What follows belongs to an exercise in optimizing a design on an open flow for small area and a short achievable clock period; a production flow would make more cautious choices.
Function was checked by simulation only, so behaviour that the tests miss may differ from the original.
No activity file was given, so power comes from the tool's default toggle rates.

$ cat flow/config.mk
export PLATFORM = sky130hd
export DESIGN_NAME = PPCPU
export DESIGN_NICKNAME = PPCPU
export VERILOG_FILES = /design/flow/design.v
export SDC_FILE = /design/flow/constraint.sdc
export NUM_CORES = 4
export LEC_CHECK = 0
export CAP_MARGIN = 20
export CORE_MARGIN = 2
export CORE_UTILIZATION = 45
export CTS_BUF_LIST = sky130_fd_sc_hd__clkbuf_16
export CTS_CLUSTER_DIAMETER = 100
export CTS_CLUSTER_SIZE = 24
export SLEW_MARGIN = 20
export SYNTH_HIERARCHICAL = 1
$ cat flow/constraint.sdc
create_clock -name core_clock -period 13.0 [get_ports {Clk}]
set_input_delay 2.6000 -clock core_clock [delete_from_list [all_inputs] [get_ports {Clk}]]
set_output_delay 2.6000 -clock core_clock [all_outputs]
set_load 0.01 [all_outputs]
$ cat flow/design.v
`timescale 1ns / 1ps
module FA (
  input  X,   
  input  Y,   
  input  C,   
  output F,   
  output G,   
  output P    
);
  assign F = X ^ Y ^ C;
  assign G = X & Y;
  assign P = X + Y;
endmodule
`timescale 1ns / 1ps
module CLA4 (
  input  G3,   
  input  G2,   
  input  G1,   
  input  G0,   
  input  P3,   
  input  P2,   
  input  P1,   
  input  P0,   
  output C3,   
  output C2,   
  output C1,   
  output C0,   
  input  Cin   
);
  assign C0 = G0 + (P0 & Cin);
  assign C1 = G1 + (P1 & G0) + (P1 & P0 & Cin);
  assign C2 = G2 + (P2 & G1) + (P2 & P1 & G0) + (P2 & P1 & P0 & Cin);
  assign C3 = G3 + (P3 & G2) + (P3 & P2 & G1) + (P3 & P2 & P1 & G0) + (P3 & P3 & P1 & P0 & Cin);
endmodule
`timescale 1ns / 1ps
module Adder4 (
  input  [3:0] X,      
  input  [3:0] Y,      
  input        Cin,    
  output       Cout,   
  output [3:0] F,      
  output       Gm,
  output       Pm,
  output       C2
);
  wire [3:0] G, P, C;
  FA L3 (
    .X(X[3]),
    .Y(Y[3]),
    .C(C[2]),
    .F(F[3]),
    .G(G[3]),
    .P(P[3])
  );
  FA L2 (
    .X(X[2]),
    .Y(Y[2]),
    .C(C[1]),
    .F(F[2]),
    .G(G[2]),
    .P(P[2])
  );
  FA L1 (
    .X(X[1]),
    .Y(Y[1]),
    .C(C[0]),
    .F(F[1]),
    .G(G[1]),
    .P(P[1])
  );
  FA L0 (
    .X(X[0]),
    .Y(Y[0]),
    .C(Cin),
    .F(F[0]),
    .G(G[0]),
    .P(P[0])
  );
  CLA4 CLA (
    .G3(G[3]),
    .G2(G[2]),
    .G1(G[1]),
    .G0(G[0]),
    .P3(P[3]),
    .P2(P[2]),
    .P1(P[1]),
    .P0(P[0]),
    .C3(C[3]),
    .C2(C[2]),
    .C1(C[1]),
    .C0(C[0]),
    .Cin(Cin)
  );
  assign Cout = C[3];
  assign C2   = C[2];
  assign Gm   = G[3] + (P[3] & G[2]) + (P[3] & P[2] & G[1]) + (P[3] & P[2] & P[1] & G[0]);
  assign Pm   = P[3] & P[2] & P[1] & P[0];
endmodule
`timescale 1ns / 1ps
module Adder16 (
  input  [15:0] A,
  input  [15:0] B,
  input         Cin,
  output [15:0] F,
  output        Px,
  output        Gx,
  output        C14
);
  wire C15, C11, C7, C3;
  wire Pm3, Pm2, Pm1, Pm0;
  wire Gm3, Gm2, Gm1, Gm0;
  Adder4 U3 (
    .X(A[15:12]),
    .Y(B[15:12]),
    .Cin(C11),
    .Cout(),
    .F(F[15:12]),
    .Gm(Gm3),
    .Pm(Pm3),
    .C2(C14)
  );
  Adder4 U2 (
    .X(A[11:8]),
    .Y(B[11:8]),
    .Cin(C7),
    .Cout(),
    .F(F[11:8]),
    .Gm(Gm2),
    .Pm(Pm2),
    .C2()
  );
  Adder4 U1 (
    .X(A[7:4]),
    .Y(B[7:4]),
    .Cin(C3),
    .Cout(),
    .F(F[7:4]),
    .Gm(Gm1),
    .Pm(Pm1),
    .C2()
  );
  Adder4 U0 (
    .X(A[3:0]),
    .Y(B[3:0]),
    .Cin(Cin),
    .Cout(),
    .F(F[3:0]),
    .Gm(Gm0),
    .Pm(Pm0),
    .C2()
  );
  assign C3  = Gm0 + (Pm0 & Cin);
  assign C7  = Gm1 + (Pm1 & Gm0) + (Pm1 & Pm0 & Cin);
  assign C11 = Gm2 + (Pm2 & Gm1) + (Pm2 & Pm1 & Gm0) + (Pm2 & Pm1 & Pm0 & Cin);
  assign Px  = Pm3 & Pm2 & Pm1 & Pm0;
  assign Gx  = Gm3 + (Pm3 & Gm2) + (Pm3 & Pm2 & Gm1) + (Pm3 & Pm2 & Pm1 & Gm0);
endmodule
`timescale 1ns / 1ps
module Adder32 (
  input  [31:0] A,      
  input  [31:0] B,      
  output [31:0] F,      
  input         Cin,    
  output        Cout,   
  output        OF,     
  output        SF,     
  output        ZF,     
  output        CF      
);
  wire Gx1, Gx0, Px1, Px0;
  wire C15, C31, C30;
  Adder16 LW (
    .A(A[15:0]),
    .B(B[15:0]),
    .Cin(Cin),
    .F(F[15:0]),
    .Px(Px0),
    .Gx(Gx0),
    .C14()
  );
  Adder16 HW (
    .A(A[31:16]),
    .B(B[31:16]),
    .Cin(C15),
    .F(F[31:16]),
    .Px(Px1),
    .Gx(Gx1),
    .C14(C30)
  );
  assign C15  = Gx0 + (Px0 & Cin);
  assign C31  = Gx1 + (Px1 & Gx0) + (Px1 & Px0 & Cin);
  assign Cout = C31;
  assign OF   = C31 ^ C30;
  assign SF   = F[31];
  assign ZF   = ~|F;
  assign CF   = Cout ^ Cin;
endmodule
`timescale 1ns / 1ps
module BEXT (
  input         datain,     
  output [31:0] dataout     
);
  assign dataout = {32{datain}};
endmodule
`timescale 1ns / 1ps
module MUX1X2 (
    input X1, X0,
    input S,
    output wire Y
);
    assign Y = S ? X1 : X0;
endmodule
`timescale 1ns / 1ps
module MUX32X2 (
    input [31: 0] X1, X0,
    input S,
    output wire [31: 0] Y
);
    assign Y = S ? X1 : X0;
endmodule
`timescale 1ns / 1ps
module MUX32X4 (
    input [31: 0] X3, X2, X1, X0,
    input [1: 0] S,
    output wire [31: 0] Y
);
    assign Y = S == 2'b11 ? X3 :
               S == 2'b10 ? X2 :
               S == 2'b01 ? X1 :
                            X0;
endmodule
`timescale 1ns / 1ps
module MUX3X2 (
    input [2:0] X1, X0,
    input S,
    output wire [2:0] Y
);
    assign Y = S ? X1 : X0;
endmodule
`timescale 1ns / 1ps
module ALUCTR (
  input  [2:0] ALUctr,  
  output       SUBctr,  
  output [1:0] OPctr,   
  output       OVctr,   
  output       SIGctr   
);
  assign SUBctr  = ALUctr[2];
  assign OVctr   = !ALUctr[1] & ALUctr[0];
  assign SIGctr  = ALUctr[0];
  assign OPctr[1] = ALUctr[2] & ALUctr[1];
  assign OPctr[0] = !ALUctr[2] & ALUctr[1] & !ALUctr[0];
endmodule
`timescale 1ns / 1ps
module ALU (
    input [31: 0] A, B,
    input [2: 0] ALUctr,
    output wire [31: 0] Result,
    output wire Overflow, Z
);
    wire SUBctr, OVctr, SIGctr;
    wire [1: 0] OPctr;
    ALUCTR aluctr (
        .ALUctr(ALUctr),
        .SUBctr(SUBctr),
        .OVctr(OVctr),
        .SIGctr(SIGctr),
        .OPctr(OPctr)
    );
    wire [31: 0] ext_SUBctr;
    BEXT bext1 (
        .datain(SUBctr),
        .dataout(ext_SUBctr)
    );
    wire [31: 0] realB;
    assign realB = B ^ ext_SUBctr;
    wire [31: 0] F;
    wire OF, SF, CF;
    wire __ignore_for_adder__;
    Adder32 adder (
        .A(A),
        .B(realB),
        .F(F),
        .Cin(SUBctr),
        .Cout(__ignore_for_adder__),
        .ZF(Z),
        .OF(OF),
        .SF(SF),
        .CF(CF)
    );
    assign Overflow = OVctr & OF;
    wire [31: 0] orresult;
    assign orresult = A | B;
    wire SFxorOF;
    assign SFxorOF = SF ^ OF;
    wire x1;
    MUX1X2 mux1 (
        .X1(SFxorOF),
        .X0(CF),
        .S(SIGctr),
        .Y(x1)
    );
    wire [31: 0] _32h0, _32h1;
    assign _32h0 = 32'h0;
    assign _32h1 = 32'h1;
    wire [31: 0] out2;
    MUX32X2 mux2 (
        .X1(_32h1),
        .X0(_32h0),
        .S(x1),
        .Y(out2)
    );
    wire [31: 0] __ignore_for_mux3__;
    MUX32X4 mux3 (
        .X3(__ignore_for_mux3__),
        .X2(out2),
        .X1(orresult),
        .X0(F),
        .S(OPctr),
        .Y(Result)
    );
endmodule
`timescale 1ns / 1ps
module PC (
  input         Clk,    
  input         Clrn,   
  input  [31:0] PCin,   
  output [31:0] PCout   
);
  reg [31:0] PC;
  always @(negedge Clk) begin
    if (!Clrn) PC <= 32'h00000000;
    else PC <= PCin;
  end
  assign PCout = PC;
endmodule
`timescale 1ns / 1ps
module Ext (
  input  [15:0] imm16,   
  input         ExtOp,   
  output [31:0] Extout   
);
  assign Extout = ExtOp ? {{16{imm16[15]}}, imm16} : {16'h0000, imm16};
endmodule
`timescale 1ns / 1ps
module ControlUnit_main (
  input  [5:0] OP,      
  output       RegWr,   
  output       ALUSrc,  
  output       RegDst,  
  output       MemtoReg,  
  output       MemWr,   
  output       Branch,  
  output       Jump,    
  output       ExtOp,   
  output [2:0] ALUop,   
  output       R_type   
);
  wire ori   = !OP[5] & !OP[4] & OP[3] & OP[2] & !OP[1] & OP[0];    
  wire addiu = !OP[5] & !OP[4] & OP[3] & !OP[2] & !OP[1] & OP[0];   
  wire lw    = OP[5] & !OP[4] & !OP[3] & !OP[2] & OP[1] & OP[0];    
  wire sw    = OP[5] & !OP[4] & OP[3] & !OP[2] & OP[1] & OP[0];     
  wire beq   = !OP[5] & !OP[4] & !OP[3] & OP[2] & !OP[1] & !OP[0];  
  wire jump  = !OP[5] & !OP[4] & !OP[3] & !OP[2] & OP[1] & !OP[0];  
  assign RegWr    = R_type | ori | addiu | lw;
  assign ALUSrc   = ori | addiu | lw | sw;
  assign RegDst   = R_type;
  assign MemtoReg = lw;
  assign MemWr    = sw;
  assign Branch   = beq;
  assign Jump     = jump;
  assign ExtOp    = addiu | lw | sw;
  assign ALUop[0] = R_type;
  assign ALUop[1] = ori;
  assign ALUop[2] = beq;
  assign R_type   = !OP[5] & !OP[4] & !OP[3] & !OP[2] & !OP[1] & !OP[0];
endmodule
`timescale 1ns / 1ps
module ControlUnit_ALU (
  input  [5:0] func,    
  output [2:0] ALUctr   
);
  assign ALUctr[2] = !func[2] & func[1];
  assign ALUctr[1] = func[3] & !func[2] & func[1];
  assign ALUctr[0] = !func[3] & !func[2] & !func[0] | !func[2] & func[1] & !func[0];
endmodule
`timescale 1ns / 1ps
module ControlUnit (
  input  [5:0] OP,     
  input  [5:0] func,   
  output       RegWr,  
  output       ALUSrc,  
  output       RegDst,  
  output       MemtoReg,  
  output       MemWr,  
  output       Branch,  
  output       Jump,   
  output       ExtOp,  
  output [2:0] ALUctr  
);
  wire [2:0] ALUop;    
  wire [2:0] ALUop_R;  
  wire R_type;         
  ControlUnit_main U1 (  
    .OP(OP),
    .RegWr(RegWr),
    .ALUSrc(ALUSrc),
    .RegDst(RegDst),
    .MemtoReg(MemtoReg),
    .MemWr(MemWr),
    .Branch(Branch),
    .Jump(Jump),
    .ExtOp(ExtOp),
    .ALUop(ALUop),
    .R_type(R_type)
  );
  ControlUnit_ALU U2 (  
    .func(func),
    .ALUctr(ALUop_R)
  );
  MUX3X2 U3 (  
    .X1(ALUop_R),
    .X0(ALUop),
    .S(R_type),
    .Y(ALUctr)
  );
endmodule
`timescale 1ns / 1ps
module RegFiles (
  input        CLK,     
  input  [31:0] busW,   
  input        WE,      
  input  [4:0]  Rw,     
  input  [4:0]  Ra,     
  input  [4:0]  Rb,     
  output [31:0] busA,   
  output [31:0] busB    
);
  reg [31:0] RegFiles[31:0];  
  always @(negedge CLK) begin
    if (WE && Rw != 5'b00000) RegFiles[Rw] <= busW;  
  end
  assign busA = (Ra == 5'b00000) ? 32'h00000000 : RegFiles[Ra];
  assign busB = (Rb == 5'b00000) ? 32'h00000000 : RegFiles[Rb];
endmodule
`timescale 1ns / 1ps
module DetUnit (
    input  [4:0] E_Rs,      
    input  [4:0] E_Rt,      
    input        E_ALUSrc,  
    input  [4:0] M_Rw,      
    input  [4:0] W_Rw,      
    input        M_RegWr,   
    input        W_RegWr,   
    output [1:0] ALUSrcA,   
    output [1:0] ALUSrcB    
);
    wire C1A = M_RegWr && (M_Rw == E_Rs);
    wire C1B = M_RegWr && (M_Rw == E_Rt);
    wire C2A = W_RegWr && (W_Rw == E_Rs);
    wire C2B = W_RegWr && (W_Rw == E_Rt);
    assign ALUSrcA = C1A ? 2'b01 : C2A ? 2'b10 : 2'b00;
    assign ALUSrcB = E_ALUSrc ? 2'b11 : C1B ? 2'b01 : C2B ? 2'b10 : 2'b00;
endmodule
`timescale 1ns / 1ps
module DetUnit_load (
    input       E_MemtoReg,  
    input [4:0] Rs,          
    input [4:0] Rt,          
    input [4:0] E_Rt,        
    output      load_use     
);
    assign load_use = E_MemtoReg && ((E_Rt == Rs) || (E_Rt == Rt));
endmodule
`timescale 1ns / 1ps
module DetUnit_MEM (
    input  [4:0] M_Rt,      
    input  [4:0] W_Rw,      
    input        W_RegWr,   
    input        M_MemWr,   
    output       forward_busB  
);
    assign forward_busB = M_MemWr && W_RegWr && (W_Rw == M_Rt) && (W_Rw != 5'd0);
endmodule
`timescale 1ns / 1ps
module STAGE_IF (
    input              Clk,                     
    input              Clrn,                    
    input              stall,                   
    input              MEM_PCSrc,               
    input      [31:0]  MEM_Btarg_or_Jtarg,      
    input      [31:0]  IF_imem_data,            
    output reg [31:0]  IFout_PC,                
    output reg [31:0]  IFout_PC4,               
    output reg [31:0]  IFout_Inst               
);
    wire [31:0] pcin;
    wire [31:0] next_pc;
    MUX32X2 mux_pcin (
        .X1(MEM_Btarg_or_Jtarg),
        .X0(IFout_PC4),
        .S(MEM_PCSrc),
        .Y(next_pc)
    );
    assign pcin = stall ? IFout_PC : next_pc;
    wire [31:0] pc_wire;
    PC pc (
        .Clk(Clk),
        .Clrn(Clrn),
        .PCin(pcin),
        .PCout(pc_wire)
    );
    wire [31:0] inst_data;
    assign inst_data = IF_imem_data;
    always @(posedge Clk or negedge Clrn) begin
        if (!Clrn) begin
            IFout_PC  <= 32'd0;
            IFout_PC4 <= 32'd4;
            IFout_Inst<= 32'd0;
        end else if (!stall) begin
            IFout_PC  <= pc_wire;
            IFout_PC4 <= pc_wire + 32'd4;
            IFout_Inst<= inst_data;
        end
    end
endmodule
`timescale 1ns / 1ps
module REG_IF_ID (
    input Clk,                         
    input Clrn,                        
    input stall,                       
    input MEM_PCSrc,                   
    input [31:0] IF_PC4,               
    input [31:0] IF_PC,                
    input [31:0] IF_Inst,              
    output reg [31:0] ID_PC4,          
    output reg [31:0] ID_PC,           
    output reg [31:0] ID_Inst          
);
    always @(negedge Clk) begin
        if (!Clrn || MEM_PCSrc) begin
            ID_PC4  <= 32'h0;
            ID_PC   <= 32'h0;
            ID_Inst <= 32'h0;
        end
        else if (!stall) begin
            ID_PC4  <= IF_PC4;
            ID_PC   <= IF_PC;
            ID_Inst <= IF_Inst;
        end
    end
endmodule
`timescale 1ns / 1ps
module STAGE_ID (
    input              Clk,                     
    input      [31:0]  IDin_PC4,                
    input      [31:0]  IDin_PC,                 
    input      [31:0]  IDin_Inst,               
    input              WR_RegWE,                
    input      [4:0]   WR_Rw,                   
    input      [31:0]  WR_RegDin,               
    output     [31:0]  IDout_PC4,               
    output     [31:0]  IDout_Jtarg,             
    output     [31:0]  IDout_busA,              
    output     [31:0]  IDout_busB,              
    output     [4:0]   IDout_Rs,                
    output     [4:0]   IDout_Rt,                
    output     [4:0]   IDout_Rd,                
    output     [5:0]   IDout_func,              
    output     [15:0]  IDout_immd,              
    output             IDout_RegWr,             
    output             IDout_ALUSrc,            
    output             IDout_RegDst,            
    output             IDout_MemtoReg,          
    output             IDout_MemWr,             
    output             IDout_Branch,            
    output             IDout_Jump,              
    output             IDout_ExtOp,             
    output             IDout_R_type,            
    output     [2:0]   IDout_ALUop              
);
    wire [4:0]  ID_Rt     = IDin_Inst[20:16];
    wire [4:0]  ID_Rd     = IDin_Inst[15:11];
    wire [15:0] ID_imm16  = IDin_Inst[15:0];
    wire [5:0]  ID_func   = IDin_Inst[5:0];
    wire [5:0]  id_op     = IDin_Inst[31:26];
    wire [4:0]  id_rs     = IDin_Inst[25:21];
    ControlUnit cu (
        .OP(id_op),
        .func(ID_func),
        .RegWr(IDout_RegWr),
        .ALUSrc(IDout_ALUSrc),
        .RegDst(IDout_RegDst),
        .MemtoReg(IDout_MemtoReg),
        .MemWr(IDout_MemWr),
        .Branch(IDout_Branch),
        .Jump(IDout_Jump),
        .ExtOp(IDout_ExtOp),
        .ALUctr(IDout_ALUop)
    );
    assign IDout_R_type = id_op == 6'b000000;
    RegFiles regfiles (
        .CLK(Clk),
        .busW(WR_RegDin),
        .WE(WR_RegWE),
        .Rw(WR_Rw),
        .Ra(id_rs),
        .Rb(ID_Rt),
        .busA(IDout_busA),
        .busB(IDout_busB)
    );
    assign IDout_PC4   = IDin_PC4;
    assign IDout_Rs    = id_rs;
    assign IDout_Rt    = ID_Rt;
    assign IDout_Rd    = ID_Rd;
    assign IDout_func  = ID_func;
    assign IDout_immd  = ID_imm16;
    assign IDout_Jtarg = { IDin_PC4[31:28], IDin_Inst[25:0], 2'b00 };
endmodule
`timescale 1ns / 1ps
module REG_ID_EX (
    input Clk,                                     
    input Clrn,                                    
    input bubble,                                  
    input MEM_PCSrc,                               
    input [31:0] ID_PC4,                          
    input [31:0] ID_Jtarg,                        
    input [31:0] ID_busA,                         
    input [31:0] ID_busB,                         
    input [4:0] ID_Rs,                            
    input [4:0] ID_Rt,                            
    input [4:0] ID_Rd,                            
    input [5:0] ID_func,                          
    input [15:0] ID_immd,                         
    input ID_RegWr,                               
    input ID_ALUSrc,                              
    input ID_RegDst,                              
    input ID_MemtoReg,                            
    input ID_MemWr,                               
    input ID_Branch,                              
    input ID_Jump,                                
    input ID_ExtOp,                               
    input [2:0] ID_ALUop,                         
    input ID_R_type,                              
    output reg [31:0] EX_PC4,                     
    output reg [31:0] EX_Jtarg,                   
    output reg [31:0] EX_busA,                    
    output reg [31:0] EX_busB,                    
    output reg [4:0] EX_Rs,                       
    output reg [4:0] EX_Rt,                       
    output reg [4:0] EX_Rd,                       
    output reg [5:0] EX_func,                     
    output reg [15:0] EX_immd,                    
    output reg EX_RegWr,                          
    output reg EX_ALUSrc,                         
    output reg EX_RegDst,                         
    output reg EX_MemtoReg,                       
    output reg EX_MemWr,                          
    output reg EX_Branch,                         
    output reg EX_Jump,                           
    output reg EX_ExtOp,                          
    output reg [2:0] EX_ALUop,                    
    output reg EX_R_type                          
);
    always @(negedge Clk) begin
        if (!Clrn || MEM_PCSrc) begin
            EX_PC4     <= 32'h0;
            EX_Jtarg   <= 32'h0;
            EX_busA    <= 32'h0;
            EX_busB    <= 32'h0;
            EX_Rs      <= 5'h0;
            EX_Rt      <= 5'h0;
            EX_Rd      <= 5'h0;
            EX_func    <= 6'h0;
            EX_immd    <= 16'h0;
            EX_ALUop   <= 3'h0;
            EX_RegWr   <= 1'b0;
            EX_ALUSrc  <= 1'b0;
            EX_RegDst  <= 1'b0;
            EX_MemtoReg <= 1'b0;
            EX_MemWr   <= 1'b0;
            EX_Branch  <= 1'b0;
            EX_Jump    <= 1'b0;
            EX_ExtOp   <= 1'b0;
            EX_R_type  <= 1'b0;
        end
        else if (bubble) begin
            EX_PC4     <= ID_PC4;
            EX_Jtarg   <= ID_Jtarg;
            EX_busA    <= ID_busA;
            EX_busB    <= ID_busB;
            EX_Rs      <= ID_Rs;
            EX_Rt      <= ID_Rt;
            EX_Rd      <= ID_Rd;
            EX_func    <= ID_func;
            EX_immd    <= ID_immd;
            EX_ALUop   <= ID_ALUop;
            EX_RegWr   <= 1'b0;   
            EX_ALUSrc  <= ID_ALUSrc;
            EX_RegDst  <= ID_RegDst;
            EX_MemtoReg <= 1'b0;
            EX_MemWr   <= 1'b0;
            EX_Branch  <= 1'b0;
            EX_Jump    <= 1'b0;
            EX_ExtOp   <= ID_ExtOp;
            EX_R_type  <= ID_R_type;
        end
        else begin
            EX_PC4     <= ID_PC4;
            EX_Jtarg   <= ID_Jtarg;
            EX_busA    <= ID_busA;
            EX_busB    <= ID_busB;
            EX_Rs      <= ID_Rs;
            EX_Rt      <= ID_Rt;
            EX_Rd      <= ID_Rd;
            EX_func    <= ID_func;
            EX_immd    <= ID_immd;
            EX_ALUop   <= ID_ALUop;
            EX_RegWr   <= ID_RegWr;
            EX_ALUSrc  <= ID_ALUSrc;
            EX_RegDst  <= ID_RegDst;
            EX_MemtoReg <= ID_MemtoReg;
            EX_MemWr   <= ID_MemWr;
            EX_Branch  <= ID_Branch;
            EX_Jump    <= ID_Jump;
            EX_ExtOp   <= ID_ExtOp;
            EX_R_type  <= ID_R_type;
        end
    end
endmodule
`timescale 1ns / 1ps
module STAGE_EX (
    input              Clk,                     
    input      [31:0]  EXin_PC4,                
    input      [31:0]  EXin_Jtarg,              
    input      [31:0]  EXin_busA,               
    input      [31:0]  EXin_busB,               
    input      [4:0]   EXin_Rs,                 
    input      [4:0]   EXin_Rt,                 
    input      [4:0]   EXin_Rd,                 
    input      [5:0]   EXin_func,                
    input      [15:0]  EXin_immd,                
    input              EXin_RegWr,               
    input              EXin_ALUSrc,             
    input              EXin_RegDst,             
    input              EXin_MemtoReg,           
    input              EXin_MemWr,              
    input              EXin_Branch,             
    input              EXin_Jump,               
    input              EXin_ExtOp,              
    input              EXin_R_type,             
    input      [2:0]   EXin_ALUop,               
    input      [31:0]  MEM_ALUout,              
    input      [4:0]   MEM_Rw,                  
    input              MEM_RegWr,               
    input      [31:0]  WR_RegDin,               
    input      [4:0]   WR_Rw,                   
    input              WR_RegWr,                
    output     [31:0]  EXout_Btarg,              
    output     [31:0]  EXout_Jtarg,              
    output     [31:0]  EXout_busB,               
    output     [31:0]  EXout_ALUout,            
    output     [4:0]   EXout_Rw,                 
    output             EXout_Zero,               
    output             EXout_Overflow,           
    output             EXout_RegWr,              
    output             EXout_MemtoReg,           
    output             EXout_MemWr,              
    output             EXout_Branch,             
    output             EXout_Jump                
);
    wire [31:0] EX_ext_immd;
    Ext ext_inst (
        .imm16(EXin_immd),
        .ExtOp(EXin_ExtOp),
        .Extout(EX_ext_immd)
    );
    wire [1:0] ALUSrcA_ctrl, ALUSrcB_ctrl;
    DetUnit forward_unit (
        .E_Rs(EXin_Rs),
        .E_Rt(EXin_Rt),
        .E_ALUSrc(EXin_ALUSrc),
        .M_Rw(MEM_Rw),
        .W_Rw(WR_Rw),
        .M_RegWr(MEM_RegWr),
        .W_RegWr(WR_RegWr),
        .ALUSrcA(ALUSrcA_ctrl),
        .ALUSrcB(ALUSrcB_ctrl)
    );
    wire [31:0] ALU_A;
    assign ALU_A = (ALUSrcA_ctrl == 2'b01) ? MEM_ALUout :
                   (ALUSrcA_ctrl == 2'b10) ? WR_RegDin :
                   EXin_busA;
    wire [31:0] forwarded_busB;
    assign forwarded_busB = (ALUSrcB_ctrl == 2'b01) ? MEM_ALUout :
                            (ALUSrcB_ctrl == 2'b10) ? WR_RegDin :
                            EXin_busB;
    wire [31:0] ALU_B;
    assign ALU_B = EXin_ALUSrc ? EX_ext_immd : forwarded_busB;
    wire [31:0] ALU_result;
    wire ALU_overflow, ALU_zero;
    ALU alu_inst (
        .A(ALU_A),
        .B(ALU_B),
        .ALUctr(EXin_ALUop),
        .Result(ALU_result),
        .Overflow(ALU_overflow),
        .Z(ALU_zero)
    );
    wire [31:0] EX_shifted_immd = EX_ext_immd << 2;
    assign EXout_Btarg = EXin_PC4 + EX_shifted_immd;
    assign EXout_Jtarg    = EXin_Jtarg;
    assign EXout_busB     = forwarded_busB;   
    assign EXout_ALUout   = ALU_result;
    assign EXout_Rw       = EXin_RegDst ? EXin_Rd : EXin_Rt;
    assign EXout_Zero     = ALU_zero;
    assign EXout_Overflow = ALU_overflow;
    assign EXout_RegWr    = EXin_RegWr;
    assign EXout_MemtoReg = EXin_MemtoReg;
    assign EXout_MemWr    = EXin_MemWr;
    assign EXout_Branch   = EXin_Branch;
    assign EXout_Jump     = EXin_Jump;
endmodule
`timescale 1ns / 1ps
module REG_EX_MEM (
    input Clk,                           
    input Clrn,                          
    input MEM_PCSrc,                     
    input [31:0] EX_Btarg,               
    input [31:0] EX_Jtarg,               
    input [31:0] EX_busB,                
    input [31:0] EX_ALUout,              
    input [4:0] EX_Rw,                   
    input [4:0] EX_Rt,                   
    input EX_Zero,                       
    input EX_Overflow,                   
    input EX_RegWr,                      
    input EX_MemtoReg,                   
    input EX_MemWr,                      
    input EX_Branch,                     
    input EX_Jump,                       
    output reg [31:0] MEM_Btarg,         
    output reg [31:0] MEM_Jtarg,         
    output reg [31:0] MEM_busB,          
    output reg [31:0] MEM_ALUout,        
    output reg [4:0] MEM_Rw,             
    output reg [4:0] MEM_Rt,             
    output reg MEM_Zero,                 
    output reg MEM_Overflow,             
    output reg MEM_RegWr,                
    output reg MEM_MemtoReg,             
    output reg MEM_MemWr,                
    output reg MEM_Branch,               
    output reg MEM_Jump                  
);
    always @(negedge Clk) begin
        if (!Clrn || MEM_PCSrc) begin
            MEM_Btarg   <= 32'h0;
            MEM_Jtarg   <= 32'h0;
            MEM_busB    <= 32'h0;
            MEM_ALUout  <= 32'h0;
            MEM_Rw      <= 5'h0;
            MEM_Rt      <= 5'h0;
            MEM_Zero    <= 1'b0;
            MEM_Overflow <= 1'b0;
            MEM_RegWr   <= 1'b0;
            MEM_MemtoReg <= 1'b0;
            MEM_MemWr   <= 1'b0;
            MEM_Branch  <= 1'b0;
            MEM_Jump    <= 1'b0;
        end
        else begin
            MEM_Btarg   <= EX_Btarg;
            MEM_Jtarg   <= EX_Jtarg;
            MEM_busB    <= EX_busB;
            MEM_ALUout  <= EX_ALUout;
            MEM_Rw      <= EX_Rw;
            MEM_Rt      <= EX_Rt;
            MEM_Zero    <= EX_Zero;
            MEM_Overflow <= EX_Overflow;
            MEM_RegWr   <= EX_RegWr;
            MEM_MemtoReg <= EX_MemtoReg;
            MEM_MemWr   <= EX_MemWr;
            MEM_Branch  <= EX_Branch;
            MEM_Jump    <= EX_Jump;
        end
    end
endmodule
`timescale 1ns / 1ps
module STAGE_MEM (
    input              Clk,                     
    input      [31:0]  MEMin_Btarg,             
    input      [31:0]  MEMin_Jtarg,             
    input      [31:0]  MEMin_busB,              
    input      [31:0]  MEMin_ALUout,            
    input      [4:0]   MEMin_Rw,                
    input      [4:0]   MEMin_Rt,                
    input              MEMin_Zero,               
    input              MEMin_Overflow,          
    input              MEMin_RegWr,             
    input              MEMin_MemtoReg,          
    input              MEMin_MemWr,             
    input              MEMin_Branch,            
    input              MEMin_Jump,               
    input      [31:0]  WR_RegDin,               
    input      [4:0]   WR_Rw,                   
    input              WR_RegWr,                
    output     [31:0]  MEMout_Dout,             
    output     [31:0]  MEMout_ALUout,           
    output     [31:0]  MEMout_Btarg_or_Jtarg,   
    output     [4:0]   MEMout_Rw,               
    output             MEMout_Overflow,         
    output             MEMout_MemtoReg,         
    output             MEMout_RegWr,            
    output             MEMout_PCSrc,            
    output             MEM_dmem_we,             
    output             MEM_dmem_re,             
    output     [31:0]  MEM_dmem_addr,           
    output     [31:0]  MEM_dmem_wdata,          
    input      [31:0]  MEM_dmem_rdata           
);
    wire mem_forward_busB;
    DetUnit_MEM det_mem (
        .M_Rt(MEMin_Rt),
        .W_Rw(WR_Rw),
        .W_RegWr(WR_RegWr),
        .M_MemWr(MEMin_MemWr),
        .forward_busB(mem_forward_busB)
    );
    wire [31:0] DataIn_forward;
    assign DataIn_forward = mem_forward_busB ? WR_RegDin : MEMin_busB;
    wire [31:0] mem_dout;
    assign MEM_dmem_we    = MEMin_MemWr;
    assign MEM_dmem_re    = MEMin_MemtoReg;
    assign MEM_dmem_addr  = MEMin_ALUout;
    assign MEM_dmem_wdata = DataIn_forward;
    assign mem_dout       = MEM_dmem_rdata;
    assign MEMout_Dout       = mem_dout;
    assign MEMout_ALUout     = MEMin_ALUout;
    assign MEMout_Btarg_or_Jtarg = MEMin_Jump ? MEMin_Jtarg : MEMin_Btarg;
    assign MEMout_Rw         = MEMin_Rw;
    assign MEMout_Overflow   = MEMin_Overflow;
    assign MEMout_MemtoReg   = MEMin_MemtoReg;
    assign MEMout_RegWr      = MEMin_RegWr;
    assign MEMout_PCSrc      = MEMin_Jump | (MEMin_Branch & MEMin_Zero);
endmodule
`timescale 1ns / 1ps
module REG_MEM_WR (
    input Clk,                           
    input Clrn,                          
    input [31:0] MEM_Dout,               
    input [31:0] MEM_ALUout,             
    input [4:0] MEM_Rw,                  
    input MEM_Overflow,                  
    input MEM_MemtoReg,                  
    input MEM_RegWr,                     
    output reg [31:0] WR_Dout,           
    output reg [31:0] WR_ALUout,         
    output reg [4:0] WR_Rw,              
    output reg WR_Overflow,              
    output reg WR_MemtoReg,              
    output reg WR_RegWr                  
);
    always @(negedge Clk) begin
        if (!Clrn) begin
            WR_Dout     <= 32'h0;
            WR_ALUout   <= 32'h0;
            WR_Rw       <= 5'h0;
            WR_Overflow <= 1'b0;
            WR_MemtoReg <= 1'b0;
            WR_RegWr    <= 1'b0;
        end
        else begin
            WR_Dout     <= MEM_Dout;
            WR_ALUout   <= MEM_ALUout;
            WR_Rw       <= MEM_Rw;
            WR_Overflow <= MEM_Overflow;
            WR_MemtoReg <= MEM_MemtoReg;
            WR_RegWr    <= MEM_RegWr;
        end
    end
endmodule
`timescale 1ns / 1ps
module STAGE_WR (
    input      [31:0]  WRin_Dout,               
    input      [31:0]  WRin_ALUout,             
    input      [4:0]   WRin_Rw,                 
    input              WRin_Overflow,           
    input              WRin_MemtoReg,           
    input              WRin_RegWr,             
    output     [31:0]  WRout_RegDin,            
    output     [4:0]   WRout_Rw,                
    output             WRout_RegWE              
);
    assign WRout_RegDin = WRin_MemtoReg ? WRin_Dout : WRin_ALUout;
    assign WRout_Rw = WRin_Rw;
    assign WRout_RegWE = WRin_RegWr & (~WRin_Overflow);
endmodule
`timescale 1ns / 1ps
module PPCPU (
    input Clk,
    input Clrn,
    output [31:0] imem_addr,
    input  [31:0] imem_data,
    output        dmem_we,
    output        dmem_re,
    output [31:0] dmem_addr,
    output [31:0] dmem_wdata,
    input  [31:0] dmem_rdata,
    output        wb_we,
    output [ 4:0] wb_rw,
    output [31:0] wb_data
);
  reg  [31:2] if_pc;
  reg  [31:0] if_inst;
  reg  [31:0] id_inst;
  reg         stall_r;   
  reg         stall_rr;  
  reg  [31:0] ex_a, ex_b;
  reg  [15:0] ex_imm;
  reg         ex_immhi;
  reg  [31:2] ex_tgt;
  reg  [ 4:0] ex_rw;
  reg ex_regwr, ex_lw, ex_sw, ex_br, ex_j;
  reg ex_alusrc, ex_fma, ex_fmb;
  reg ex_alusrc_h, ex_fma_h, ex_fmb_h, ex_sub_h, ex_sum_h, ex_or_h, ex_tsel_h;
  reg ex_sub, ex_or, ex_slt, ex_sig, ex_ovc, ex_sum, ex_tsel;
  reg  [31:0] mem_alu, mem_sd;
  reg  [ 4:0] mem_rw;
  reg mem_regwr, mem_lw, mem_sw, mem_pcsrc, mem_ov;
  reg  [31:0] wr_data;
  reg  [ 4:0] wr_rw;
  reg         wr_we;
  reg  [31:0] rf [1:31];
  wire flush = !Clrn | mem_pcsrc;
  wire [31:0] wrdata_n = mem_lw ? dmem_rdata : mem_alu;
  wire        mem_we_eff = mem_regwr & ~mem_ov;
  wire [5:0] op = id_inst[31:26];
  wire [5:0] fn = id_inst[5:0];
  wire [4:0] id_rs = id_inst[25:21];
  wire [4:0] id_rt = id_inst[20:16];
  wire [4:0] id_rd = id_inst[15:11];
  wire d_r     = op == 6'b000000;
  wire d_ori   = op == 6'b001101;
  wire d_addiu = op == 6'b001001;
  wire d_lw    = op == 6'b100011;
  wire d_sw    = op == 6'b101011;
  wire d_beq   = op == 6'b000100;
  wire d_j     = op == 6'b000010;
  wire d_regwr  = d_r | d_ori | d_addiu | d_lw;
  wire d_alusrc = d_ori | d_addiu | d_lw | d_sw;
  wire d_extop  = d_addiu | d_lw | d_sw;
  wire [2:0] aluctr_r = {!fn[2] & fn[1],
                         fn[3] & !fn[2] & fn[1],
                         !fn[3] & !fn[2] & !fn[0] | !fn[2] & fn[1] & !fn[0]};
  wire [2:0] aluctr = d_r ? aluctr_r : {d_beq, d_ori, 1'b0};
  wire [31:1] sel_a, sel_b;
  wire [31:0] rf_a, rf_b;
  genvar gr, gb;
  generate
    for (gr = 1; gr < 32; gr = gr + 1) begin : g_dec
      assign sel_a[gr] = id_rs == gr;
      assign sel_b[gr] = id_rt == gr;
    end
    for (gb = 0; gb < 32; gb = gb + 1) begin : g_rd
      wire [31:1] col;
      for (gr = 1; gr < 32; gr = gr + 1) begin : g_col
        assign col[gr] = rf[gr][gb];
      end
      pp_rdmux u_a (.s(sel_a), .d(col), .y(rf_a[gb]));
      pp_rdmux u_b (.s(sel_b), .d(col), .y(rf_b[gb]));
    end
  endgenerate
  wire fm_a = ex_regwr & (ex_rw == id_rs);
  wire fm_b = ex_regwr & (ex_rw == id_rt);
  wire fw_a = mem_we_eff & (mem_rw == id_rs);
  wire fw_b = mem_we_eff & (mem_rw == id_rt);
  wire        held = stall_r | stall_rr;
  wire [32:2] id_btgt_x = {if_pc, held} + {14'd0, id_inst[15:0], held};
  wire [31:2] id_btgt = id_btgt_x[32:3];
  wire [31:28] id_pc4_hi = if_pc[31:28] + {3'd0, held & (&if_pc[27:2])};
  wire [31:2] id_tgt  = d_j ? {id_pc4_hi, id_inst[25:0]} : id_btgt;
  wire stall_n = !flush & !stall_r & d_lw &
                 ((id_rt == if_inst[25:21]) | (id_rt == if_inst[20:16]));
  wire [31:0] alu_a;
  wire [31:0] alu_bx;
  assign alu_a[15:0]  = ex_fma ? mem_alu[15:0] : ex_a[15:0];
  assign alu_a[31:16] = ex_fma_h ? mem_alu[31:16] : ex_a[31:16];
  assign alu_bx[15:0]  = ex_alusrc ? ex_imm :
                         ex_fmb ? (mem_alu[15:0] ^ {16{ex_sub}}) : ex_b[15:0];
  assign alu_bx[31:16] = ex_alusrc_h ? {16{ex_immhi}} :
                         ex_fmb_h ? (mem_alu[31:16] ^ {16{ex_sub_h}}) : ex_b[31:16];
  wire [32:0] sum_x = {alu_a, 1'b1} + {alu_bx, ex_sub};
  wire [31:0] sum = sum_x[32:1];
  wire        of = (alu_a[31] == alu_bx[31]) & (sum[31] != alu_a[31]);
  wire        lt = (alu_a[31] ^ ~alu_bx[31]) ? (ex_sig ? alu_a[31] : ~alu_bx[31]) : sum[31];
  wire [31:0] sel_sum = {{16{ex_sum_h}}, {16{ex_sum}}};
  wire [31:0] sel_or  = {{16{ex_or_h}}, {16{ex_or}}};
  wire [31:0] sel_tgt = {{16{ex_tsel_h}}, {16{ex_tsel}}};
  wire [31:0] result = (sel_sum & sum) | (sel_or & (alu_a | alu_bx)) |
                       {31'd0, ex_slt & lt} | (sel_tgt & {ex_tgt, 2'b00});
  wire        eq = &(alu_a ^ alu_bx);   
  always @(posedge Clk or negedge Clrn) begin
    if (!Clrn) begin
      if_pc   <= 30'd0;
      if_inst <= 32'd0;
    end else begin
      if (!(stall_n | stall_r)) if_pc <= mem_pcsrc ? mem_alu[31:2] : if_pc + 30'd1;
      if (!stall_n) if_inst <= imem_data;
    end
  end
  always @(posedge Clk) begin
    stall_r <= stall_n;
    id_inst <= flush ? 32'd0 : if_inst;
    stall_rr <= stall_r;
    if (flush | stall_r) begin
      ex_regwr <= 1'b0;
      ex_lw    <= 1'b0;
      ex_sw    <= 1'b0;
      ex_br    <= 1'b0;
      ex_j     <= 1'b0;
    end else begin
      ex_regwr <= d_regwr;
      ex_lw    <= d_lw;
      ex_sw    <= d_sw;
      ex_br    <= d_beq;
      ex_j     <= d_j;
    end
    ex_a      <= fw_a ? wrdata_n : rf_a;
    ex_b      <= ((fw_b & !d_alusrc) ? wrdata_n : rf_b) ^ {32{aluctr[2]}};
    ex_fma    <= fm_a;
    ex_fmb    <= fm_b & !d_alusrc;
    ex_alusrc <= d_alusrc;
    ex_fma_h    <= fm_a & !stall_r;
    ex_fmb_h    <= fm_b & !d_alusrc & !stall_r;
    ex_alusrc_h <= d_alusrc & !stall_r;
    ex_sub_h    <= aluctr[2] & !stall_r;
    ex_or_h     <= !aluctr[2] & aluctr[1] & !aluctr[0] & !stall_r;
    ex_tsel_h   <= (d_beq | d_j) & !stall_r;
    ex_sum_h    <= !(aluctr[1] | d_beq | d_j) & !stall_r;
    ex_imm    <= id_inst[15:0];
    ex_immhi  <= d_extop & id_inst[15];
    ex_tgt    <= id_tgt;
    ex_rw     <= d_r ? id_rd : id_rt;
    ex_sub    <= aluctr[2];
    ex_ovc    <= !aluctr[1] & aluctr[0];
    ex_sig    <= aluctr[0];
    ex_slt    <= aluctr[2] & aluctr[1];
    ex_or     <= !aluctr[2] & aluctr[1] & !aluctr[0];
    ex_tsel   <= d_beq | d_j;
    ex_sum    <= !(aluctr[1] | d_beq | d_j);
    if (flush) begin
      mem_regwr <= 1'b0;
      mem_lw    <= 1'b0;
      mem_sw    <= 1'b0;
      mem_pcsrc <= 1'b0;
    end else begin
      mem_regwr <= ex_regwr;
      mem_lw    <= ex_lw;
      mem_sw    <= ex_sw;
      mem_pcsrc <= ex_j | (ex_br & eq);
    end
    mem_alu <= result;
    mem_ov  <= ex_ovc & of;
    mem_rw  <= ex_rw;
    mem_sd  <= (mem_we_eff & (mem_rw == ex_rw) & (mem_rw != 5'd0)) ? wrdata_n : ex_b;
    wr_we   <= Clrn & mem_we_eff;
    wr_rw   <= mem_rw;
    wr_data <= wrdata_n;
    if (wr_we && wr_rw != 5'd0) rf[wr_rw] <= wr_data;
  end
  assign imem_addr  = {if_pc, 2'b00};
  assign dmem_we    = mem_sw;
  assign dmem_re    = mem_lw;
  assign dmem_addr  = mem_alu;
  assign dmem_wdata = mem_sd;
  assign wb_we      = wr_we;
  assign wb_rw      = wr_rw;
  assign wb_data    = wr_data;
endmodule
module pp_rdmux (
    input  [31:1] s,
    input  [31:1] d,
    output        y
);
  wire [10:0] t;
  wire [ 2:0] p;
  genvar g;
  generate
    for (g = 0; g < 10; g = g + 1) begin : g_aoi
      pp_aoi222 u (.a1(s[3*g+1]), .b1(d[3*g+1]), .a2(s[3*g+2]), .b2(d[3*g+2]),
                   .a3(s[3*g+3]), .b3(d[3*g+3]), .y(t[g]));
    end
  endgenerate
  pp_nand2 u_t10 (.a(s[31]), .b(d[31]), .y(t[10]));
  pp_nand4 u_p0 (.a(t[0]), .b(t[1]), .c(t[2]), .d(t[3]), .y(p[0]));
  pp_nand4 u_p1 (.a(t[4]), .b(t[5]), .c(t[6]), .d(t[7]), .y(p[1]));
  pp_nand3 u_p2 (.a(t[8]), .b(t[9]), .c(t[10]), .y(p[2]));
  pp_or3   u_y  (.a(p[0]), .b(p[1]), .c(p[2]), .y(y));
endmodule
module pp_aoi222 (input a1, b1, a2, b2, a3, b3, output y);
  assign y = ~((a1 & b1) | (a2 & b2) | (a3 & b3));
endmodule
module pp_nand2 (input a, b, output y);
  assign y = ~(a & b);
endmodule
module pp_nand3 (input a, b, c, output y);
  assign y = ~(a & b & c);
endmodule
module pp_nand4 (input a, b, c, d, output y);
  assign y = ~(a & b & c & d);
endmodule
module pp_or3 (input a, b, c, output y);
  assign y = a | b | c;
endmodule
$ cat flow/flow/run.sh
#!/bin/bash
# Layout flow: the standard ORFS flow (standard.sh, synthesis unchanged)
# with a setup-slack margin so that timing repair aims below the clock
# period, and plain buf_2 cells as the port buffers. The clock period and
# all constraints are the standard flow's own.
export SETUP_SLACK_MARGIN=9
export BUFFER_PORTS_ARGS="-buffer_cell sky130_fd_sc_hd__buf_2"
bash standard.sh > standard.log 2>&1
$ cat flow/standard.sh
#!/bin/bash
# synth_recipe.tcl (not shown) runs the flow's synth.tcl, then flattens the netlist and writes it again
# the make line also repeats each setting of config.mk as NAME=value (left out here)
make -C /OpenROAD-flow-scripts/flow DESIGN_CONFIG=/design/flow/config.mk WORK_HOME=/design/flow/orfs CLKGATE_MAP_FILE= SYNTH_SCRIPT=/design/flow/synth_recipe.tcl "${@:-finish}"
==> results of run 1 <==
[cell type report]
type | count | share of cell area [%]
clock inverter | 40 | 0.2447
clock buffer | 63 | 2.467
tap | 1637 | 3.205
timing repair buffer | 452 | 6.237
inverter | 137 | 0.8104
multi-input combinational | 2529 | 28.74
sequential | 1338 | 58.27
timing repair inverter | 1 | 0.007830
antenna | 6 | 0.02349
[power by group]
group | switching [mW] | internal [mW] | leakage, nW
Sequential | 0.351 | 5.37 | 12.0
Clock | 1.34 | 0.878 | 0.983
Combinational | 1.81 | 1.24 | 9.26
[per-stage QoR]
step                      utilization [%]  std cells  hold slack [ns]  power, mW
after floorplan                         -       4137           0.3545      6.824
after global placement              48.63       5986           0.4229      7.881
after detailed placement            48.63       5986           0.4181      7.898
after CTS                           51.65       6185           0.4353      10.87
after global routing                51.76       6200           0.4405      11.33
final                               51.76       6203           0.4407      10.99
[registers in the layout, indices dropped and copies added (netlist names), 5 cells and up]
signal   cells
ex_a        32
ex_rw        5
wr_data     32
ex_imm      16
if_pc       30
ex_tgt      30
wr_rw        5
mem_alu     32
ex_b        32
rf         992
mem_sd      32
if_inst     32
id_inst     32
mem_rw       5
[Yosys stat by module, one instance, submodules excluded, excerpt]
module	copies in the design	cells inside	area, um^2
pp_aoi222	640	1	10.01
pp_nand4	128	1	6.256
pp_nand2	64	1	3.754
pp_or3	64	1	6.256
pp_nand3	64	1	5.005
PPCPU	1	3176	47740
[cell usage in the layout, fill, tap and decap left out, drive strengths merged, types with 24 or more instances in the layout]
cell	n
mux2i	42
nand4	155
inv	173
and3	48
nand2	327
a21oi	164
clkbuf	64
nor2	220
a222oi	640
xnor2	80
a21o	27
ha	82
mux2	39
or3	72
bufbuf	24
nor3	38
dfxtp	284
buf	427
xor2	60
o21ai	193
nand3	112
edfxtp	992
dfrtp	62
[cell families after synthesis]
family | count (synthesis) | synth area share [%]
compound gates | 1162 | 16.98
xor+xnor | 140 | 2.193
fa+ha+maj | 84 | 1.907
buf+inv | 270 | 1.911
flops | 1338 | 66.22
mux | 81 | 1.537
other cells | 1 | 0.006707
simple gates | 1060 | 9.240
[worst paths after layout]
| path | cells after the start | end | start | slack [ns] |
|---|---|---|---|---|
| worst max-delay path | 2 | wb_data[21] | wr_data[21]$_DFF_P_ | 9.02 |
| worst min-delay path | 0 | mem_rw[3]$_DFF_P_ | ex_rw[3]$_DFF_P_ | 0.44 |
| worst max register to register | 9 | ex_b[17]$_DFF_P_ | id_inst[18]$_SDFF_PP0_ | 9.18 |
| worst min register to register | 0 | mem_rw[3]$_DFF_P_ | ex_rw[3]$_DFF_P_ | 0.44 |
| max in group asynchronous | 2 | if_pc[24]$_DFFE_PN0N_ | Clrn | 10.08 |
| min in group asynchronous | 1 | if_pc[8]$_DFFE_PN0N_ | Clrn | 1.73 |
[per-layer routing]
| layer | share of wire, % | track usage, % | vias to the layer above | wire length [um] |
|---|---|---|---|---|
| met3 | 14 | 8.808 | 599 | 30050 |
| met1 | 36 | 42.40 | 21310 | 76790 |
| met5 | 0.17 | 1.444 | - | 366 |
| met2 | 44 | 49.66 | 3400 | 93880 |
| met4 | 4.7 | 13.95 | 20 | 9983 |
| li1 | - | - | 18110 | - |
[Yosys cell counts, types with 62 or more instances]
library cell | instances | area (um^2)
o21ai_0 | 187 | 935.9
edfxtp_1 | 992 | 29790
a222oi_1 | 640 | 6406
dfxtp_1 | 284 | 5685
nand2_1 | 327 | 1227
or3_1 | 72 | 450.4
dfrtp_1 | 62 | 1551
nand3_1 | 112 | 560.5
ha_1 | 82 | 1026
nand4_1 | 155 | 969.7
a21oi_1 | 163 | 815.8
xnor2_1 | 80 | 700.7
inv_1 | 136 | 510.5
nor2_1 | 219 | 822.0
clkbuf_1 | 107 | 401.6
[repair_timing]
item / in CTS / in global routing
setup endpoints to repair: 122 / 48
hold buffers: 0 / 0
cloned: 24 / 1
gates resized for setup: 246 / 14
buffers inserted: 72 / 10
==> key figures, run 1 <==
Clock tree
  • CTS tree: done
  • Clock transition at path regs: 0.10 ns
  • Total CTS buffers: 61
  • Clk sinks: 1338
  • Clock Latency Late Sink: between 0.7 and 0.8 ns
  • H-tree depth: 2
  • CTS Buffer Depth: 3
  • Root Buffer: clkbuf_16

STA
  • Slew @ Worst Pin: 1.046 ns
  • Setup TNS: 0 ns
  • Final WS setup: roughly 9 ns
  • Fin. Hold Viols: 0
  • Clock Skew: ~0.023 ns
  • Worst rel slew slack: about 30%
  • Final setup viols: 0
  • Tcrit/Tclk final: 30.60%
  • Slew Limit Fails: 0
  • Fmax: approximately 250 MHz
  • RSZ-0062 raised after global routing: no
  • Minimum clock period: around 4 ns

Worst setup path
  • Family with the most delay on the worst path: flip-flops
  • Slowest-stage cell, CP: dfxtp_4
  • Worst path buffer plus inverter count: 2
  • Worst Setup End Kind: output port
  • Crit Path Class: reg2out
  • Max FO, Critical Path: 2
  • CP required: 10.40 ns
  • Crit path DAT: 1.38 ns
  • Crit-path cells: buf_12, buf_8
  • Critical path launch point type: register
  • Slowest cell delay on critical path: 0.37 ns

Final layout
  • Multi-input gate area: 0.01837 mm^2
  • Nets: 4670
  • Synthesis-to-finish area growth: 14.32%
  • Register area: 0.03724 mm^2
  • Fraction of layout cells with a size suffix above 1: about 17%
  • Number of fill cells in the layout: 10.52k
  • Design Area, Final: 0.06392 mm^2

Yosys
  • Synthesis warning total: 7
  • Post-synth EDFFs: 992
  • Cell count after synthesis: 4136
  • Synthesized area per cell: 13.52 um^2
  • Synth Cell Area: 0.05591 mm^2
  • FFs w/ async S/R, synth: ~4.6%
  • Distinct cells, synth: 82
  • Ys flop type: edfxtp_1
  • #FFs+latches synth: 1338
  • Seq/Total Area, Yosys: 66.22%

Run
  • MaxCap Viol Count: 0

Power
  • Leak: 22.29 nW
  • Power per Cell Area: about 170 mW/mm^2
  • Peak VDD IR: 0.1184 mV

Routing
  • Vias: 43.43k
  • First-pass DRT Iterations: 14
  • Wire per inst: roughly 34 um
  • DRC: 0
  • Antenna Violating Nets Remaining: 0
  • Vias per cell: around 7
  • Total wire length: 211100 um
  • DR iter-0 viols: 9182

Die
  • Initial Util: 45.28%
  • Core area: about 0.12 mm^2
  • Die H: ~360 um
  • Boundary Pins: 202
  • Num rows: 129
  • Die W: 356.5 um
  • Die area: 0.1271 mm^2

GRT
  • Vias in the first global route: 41.05k
  • Antenna violations before repair: 16
  • GRT Util Overall: 32.12%
  • Grt ovf: 0
  • First-pass GRT wire length: 295100 um
  • Largest net degree at the start of global routing: 83

Worst hold path
  • Worst Hold Class: reg2reg

Placed design
  • Final GP Congestion: between 0.9 and 1
  • Placed inst area: 0.06004 mm^2
  • Port Buf Inserts: slightly below 200
  • Pre-CTS setup slack: between 8 and 9 ns
  • HPWL after detailed placement: 125100 um

Outcome
  • Status: finished clean
==> run 2, diff against run 1 <==
--- a/flow/design.v
+++ b/flow/design.v
@@ -1016,2 +1016,4 @@
   reg  [31:0] id_inst;
+  reg  [3:0]  id_rsh, id_rth;
+  reg  [7:0]  id_rsl, id_rtl;
   reg         stall_r;   
@@ -1061,4 +1063,4 @@
     for (gr = 1; gr < 32; gr = gr + 1) begin : g_dec
-      assign sel_a[gr] = id_rs == gr;
-      assign sel_b[gr] = id_rt == gr;
+      assign sel_a[gr] = id_rsh[gr / 8] & id_rsl[gr % 8];
+      assign sel_b[gr] = id_rth[gr / 8] & id_rtl[gr % 8];
     end
@@ -1114,2 +1116,6 @@
     id_inst <= flush ? 32'd0 : if_inst;
+    id_rsh  <= flush ? 4'd1 : (4'd1 << if_inst[25:24]);
+    id_rsl  <= flush ? 8'd1 : (8'd1 << if_inst[23:21]);
+    id_rth  <= flush ? 4'd1 : (4'd1 << if_inst[20:19]);
+    id_rtl  <= flush ? 8'd1 : (8'd1 << if_inst[18:16]);
     stall_rr <= stall_r;
==> key figures, run 2 <==
Routing
  • Antenna Violating Nets Remaining: 0 (unchanged)
  • First-pass DRT Iterations: 31 (was 14)
  • Wire per inst: 35.67 um (was 34.03 um)
  • Vias: 43.42k (was 43.43k)
  • Total wire length: 218600 um (was 211100 um)
  • DR iter-0 viols: 9451 (was 9182)
  • DRC: 0 (unchanged)
  • Vias per cell: 7.086 (was 7.002)

Yosys
  • Synth Area in XOR/XNOR: 2.387% (was 2.193%)
  • Distinct cells, synth: 80 (was 82)
  • Top cells by area, synth: edfxtp_1, a222oi_1, dfxtp_1 (unchanged)
  • Main combinational cell family by area after synthesis: compound AO/OA/AOI/OAI gates (unchanged)
  • Synth top area share: 53.07% (was 53.28%)
  • Synth Area in Adders: 1.899% (was 1.907%)
  • FFs w/ async S/R, synth: 4.552% (was 4.634%)
  • Cell count after synthesis: 4095 (was 4136)
  • Simple-Gate Fraction of Synth Area: 9.278% (was 9.240%)
  • Synth Cell Area: 0.05613 mm^2 (was 0.05591 mm^2)
  • Post-synth top cells: edfxtp_1, a222oi_1, nand2_1, dfxtp_1, o21ai_0 (was edfxtp_1, a222oi_1, nand2_1, dfxtp_1, nor2_1)
  • Post-synthesis mux area share: 1.349% (was 1.537%)
  • Synth Area in Compound Gates: 16.52% (was 16.98%)
  • Synthesized area per cell: 13.71 um^2 (was 13.52 um^2)
  • Post-synth EDFFs: 992 (unchanged)
  • Ys flop type: edfxtp_1 (unchanged)
  • Yosys top cell by area: edfxtp_1 (unchanged)
  • #FFs+latches synth: 1362 (was 1338)
  • Synthesis warning total: 7 (unchanged)
  • Most frequent cell after synthesis: edfxtp_1 (unchanged)
  • Seq/Total Area, Yosys: 66.82% (was 66.22%)

Final layout
  • Multi-input gate area: 0.01796 mm^2 (was 0.01837 mm^2)
  • Register area: 0.03769 mm^2 (was 0.03724 mm^2)
  • Design Area, Final: 0.06372 mm^2 (was 0.06392 mm^2)
  • Nets: 4594 (was 4670)
  • Non-filler instance count after layout: 6128 (was 6203)
  • Largest Register: rf (unchanged)
  • Most common cell after layout, fill and taps aside: edfxtp_1 (unchanged)
  • Fraction of layout cells with a size suffix above 1: 14.47% (was 17.06%)
  • Most frequent cells in the layout: edfxtp_1, a222oi_1, nand2_1 (unchanged)
  • Number of fill cells in the layout: 10.51k (was 10.52k)
  • Max reg flops: 992 (unchanged)
  • Synthesis-to-finish area growth: 13.53% (was 14.32%)

Placed design
  • Final GP Congestion: 0.9301 (was 0.9482)
  • Cells after DPL: 5952 (was 5986)
  • Placed inst area: 0.06002 mm^2 (was 0.06004 mm^2)
  • Port Buf Inserts: 199 (unchanged)
  • HPWL after detailed placement: 126700 um (was 125100 um)

Worst setup path
  • Crit path DAT: 1.40 ns (was 1.38 ns)
  • Worst path buffer plus inverter count: 1 (was 2)
  • Critical path launch point type: register (unchanged)
  • Crit-path cells: buf_2 (was buf_12, buf_8)
  • CP required: 10.40 ns (about the same)
  • Slowest-stage cell, CP: dfxtp_1 (was dfxtp_4)
  • Max FO, Critical Path: 5 (was 2)
  • Family with the most delay on the worst path: flip-flops (unchanged)
  • Slowest cell delay on critical path: 0.52 ns (was 0.37 ns)
  • Worst Setup End Kind: output port (unchanged)
  • Crit Path Class: reg2out (unchanged)

STA
  • Fmax: 250.2 MHz (was 251.4 MHz)
  • Slew @ Worst Pin: 1.187 ns (was 1.046 ns)
  • Worst rel slew slack: 20.65% (was 30.24%)
  • Slew Limit Fails: 0 (unchanged)
  • Tcrit/Tclk final: 30.75% (was 30.60%)
  • Fin. Hold Viols: 0 (unchanged)
  • Final setup viols: 0 (unchanged)
  • Clock Skew: 0.03400 ns (was 0.02315 ns)
  • Setup TNS: 0 ns (unchanged)
  • RSZ-0062 raised after global routing: yes (was no)
  • Minimum clock period: 3.997 ns (was 3.978 ns)

Clock tree
  • Total CTS buffers: 67 (was 61)
  • CTS tree: done (unchanged)
  • H-tree depth: 3 (was 2)
  • Clock transition at path regs: 0.09 ns (was 0.10 ns)
  • CTS Buffer Depth: 3 (unchanged)
  • Root Buffer: clkbuf_16 (unchanged)
  • Clk sinks: 1362 (was 1338)
  • Clock Latency Late Sink: 0.69 ns (was 0.74 ns)

GRT
  • First-pass GRT wire length: 301500 um (was 295100 um)
  • Grt met3 use: 8.750% (was 8.808%)
  • Vias in the first global route: 40.85k (was 41.05k)
  • Met1 Resource Use GR: 44.18% (was 42.40%)
  • Grt ovf: 0 (unchanged)
  • Antenna violations before repair: 20 (was 16)
  • Met2 Use GR: 51.08% (was 49.66%)
  • Largest net degree at the start of global routing: 67 (was 83)
  • GRT Util Overall: 33.24% (was 32.12%)
  • Most used routing layer in global routing: met2 (unchanged)

Power
  • Leak: 22.40 nW (was 22.29 nW)
  • Pwr Total: 10.86 mW (was 10.99 mW)
  • Power per Cell Area: 170.5 mW/mm^2 (was 171.9 mW/mm^2)
  • Peak VDD IR: 0.08782 mV (was 0.1184 mV)

Die
  • Boundary Pins: 202 (unchanged)
  • Num rows: 129 (unchanged)
  • Die H: 357.2 um (was 356.5 um)
  • Die W: 357.2 um (was 356.5 um)
  • Initial Util: 45.34% (was 45.28%)
  • Die area: 0.1276 mm^2 (was 0.1271 mm^2)
  • Core area: 0.1238 mm^2 (was 0.1235 mm^2)

Worst hold path
  • Worst Hold Class: reg2reg (unchanged)

Run
  • MaxCap Viol Count: 0 (unchanged)

Outcome
  • Status: finished clean (unchanged)
==> run 2: cell types whose count changed after synthesis, sizes merged, moves of 10 or more <==
| cell | before | now |
|---|---|---|
| a221o | 3 | 14 |
| a22oi | 16 | 6 |
| and2 | 7 | 69 |
| clkbuf | 108 | 96 |
| dfxtp | 284 | 308 |
| mux2 | 39 | 29 |
| nand2 | 327 | 347 |
| nand3 | 112 | 94 |
| nor2 | 220 | 168 |
| nor2b | 14 | 24 |
| nor3 | 38 | 23 |
| o21ai | 193 | 180 |
==> run 2: per-module statistics from Yosys (local to each module, per instance), a selection <==
module	times used	cell area, um^2	flops+latches	cells inside
pp_nand2	64	3.754	0	1
PPCPU	1	47960	1362	3135
pp_aoi222	640	10.01	0	1
pp_or3	64	6.256	0	1
pp_nand4	128	6.256	0	1
pp_nand3	64	5.005	0	1
==> run 2: metal layers <==
| metal | share of wire [%] | wire [um] | up-vias |
|---|---|---|---|
| met3 | 15 | 32230 | 624 |
| met4 | 5.3 | 11540 | 2 |
| met1 | 36 | 78340 | 21360 |
| met2 | 44 | 96460 | 3599 |
| li1 | - | - | 17840 |
| met5 | 0.0050 | 11 | - |
==> run 2: report_power, final <==
part / switching (mW) / internal (mW)
registers: 0.437 / 5.41
clock network: 1.39 / 1.04
logic: 1.53 / 1.05
total: 3.36 / 7.50
==> run 2: final timing paths <==
check / from / to / slack [ns] / depth (start not counted)
max: mem_alu[21]$_DFF_P_ / dmem_addr[21] / 9.00 / 1
min: id_inst[6]$_SDFF_PP0_ / ex_imm[6]$_DFF_P_ / 0.42 / 0
max reg2reg: ex_fmb$_DFF_P_ / mem_alu[31]$_DFF_P_ / 9.02 / 13
min reg2reg: id_inst[6]$_SDFF_PP0_ / ex_imm[6]$_DFF_P_ / 0.42 / 0
max in group asynchronous: Clrn / if_pc[2]$_DFFE_PN0N_ / 10.22 / 2
min in group asynchronous: Clrn / if_pc[23]$_DFFE_PN0N_ / 1.72 / 1
==> run 2: final cells by class <==
type | count | share of cell area, %
Timing Repair Buffer | 394 | 5.513
Antenna cell | 6 | 0.02356
Sequential cell | 1362 | 59.15
Tap cell | 1637 | 3.214
Clock buffer | 71 | 2.788
Inverter | 130 | 0.7716
Clock inverter | 39 | 0.3436
Multi-Input combinational cell | 2488 | 28.19
Timing Repair inverter | 1 | 0.01178
==> run 2: kinds of logic after synthesis <==
logic type | count (synthesis)
flops | 1362
compound gates | 1122
simple gates | 1053
buf+inv | 248
xor+xnor | 153
fa+ha+maj | 84
mux | 72
other cells | 1
==> run 2: per-stage QoR <==
stage                     setup WS, ns  hold slack [ns]  utilization, %
after floorplan                  8.935           0.3545               -
after global placement           7.466           0.4181           48.47
after detailed placement         7.683           0.4130           48.48
after CTS                        8.885           0.4306           51.40
after global routing             8.936           0.4345           51.46
final                            9.003           0.4232           51.47
==> run 2: timing repair <==
action | in CTS | in global routing
gates cloned | 28 | 1
gates resized for setup | 192 | 18
endpoints found under the setup margin | 142 | 24
hold endpoints to repair | 0 | 0
hold buffers | 0 | 0
buffers inserted | 28 | 2

==> separate check: timing with driven ports <==
No port has a modelled driver above. Below, the same layouts with a new extraction and two added sets of constraints. Step 1 assumes that a clkbuf_16 drives the clock port and a buf_2 every other input. Step 2, shift: input delay + t, output delay - t, t = (earliest + latest rising clock arrival at the registers) / 2. This alone moves slack from input paths to output paths. Slacks: no drivers / after step 1 / after step 2; pairs: no drivers / after step 1.
| run | t, ns | setup slack, ns | slew at the worst register clock pin (ns) | worst slew at a driven data input, ns |
|---|---|---|---|---|
| run 1 | 0.803 | 9.022 / 8.944 / 8.422 | 0.11 / 0.11 | 0.05 |
| run 2 | 0.742 | 9.003 / 8.928 / 8.344 | 0.10 / 0.10 | 0.09 |
After both steps setup and hold are still met in every run listed. For run 2, which loses most, drivers alone change the setup slack by -0.075 ns; drivers and shift together by -0.659 ns.
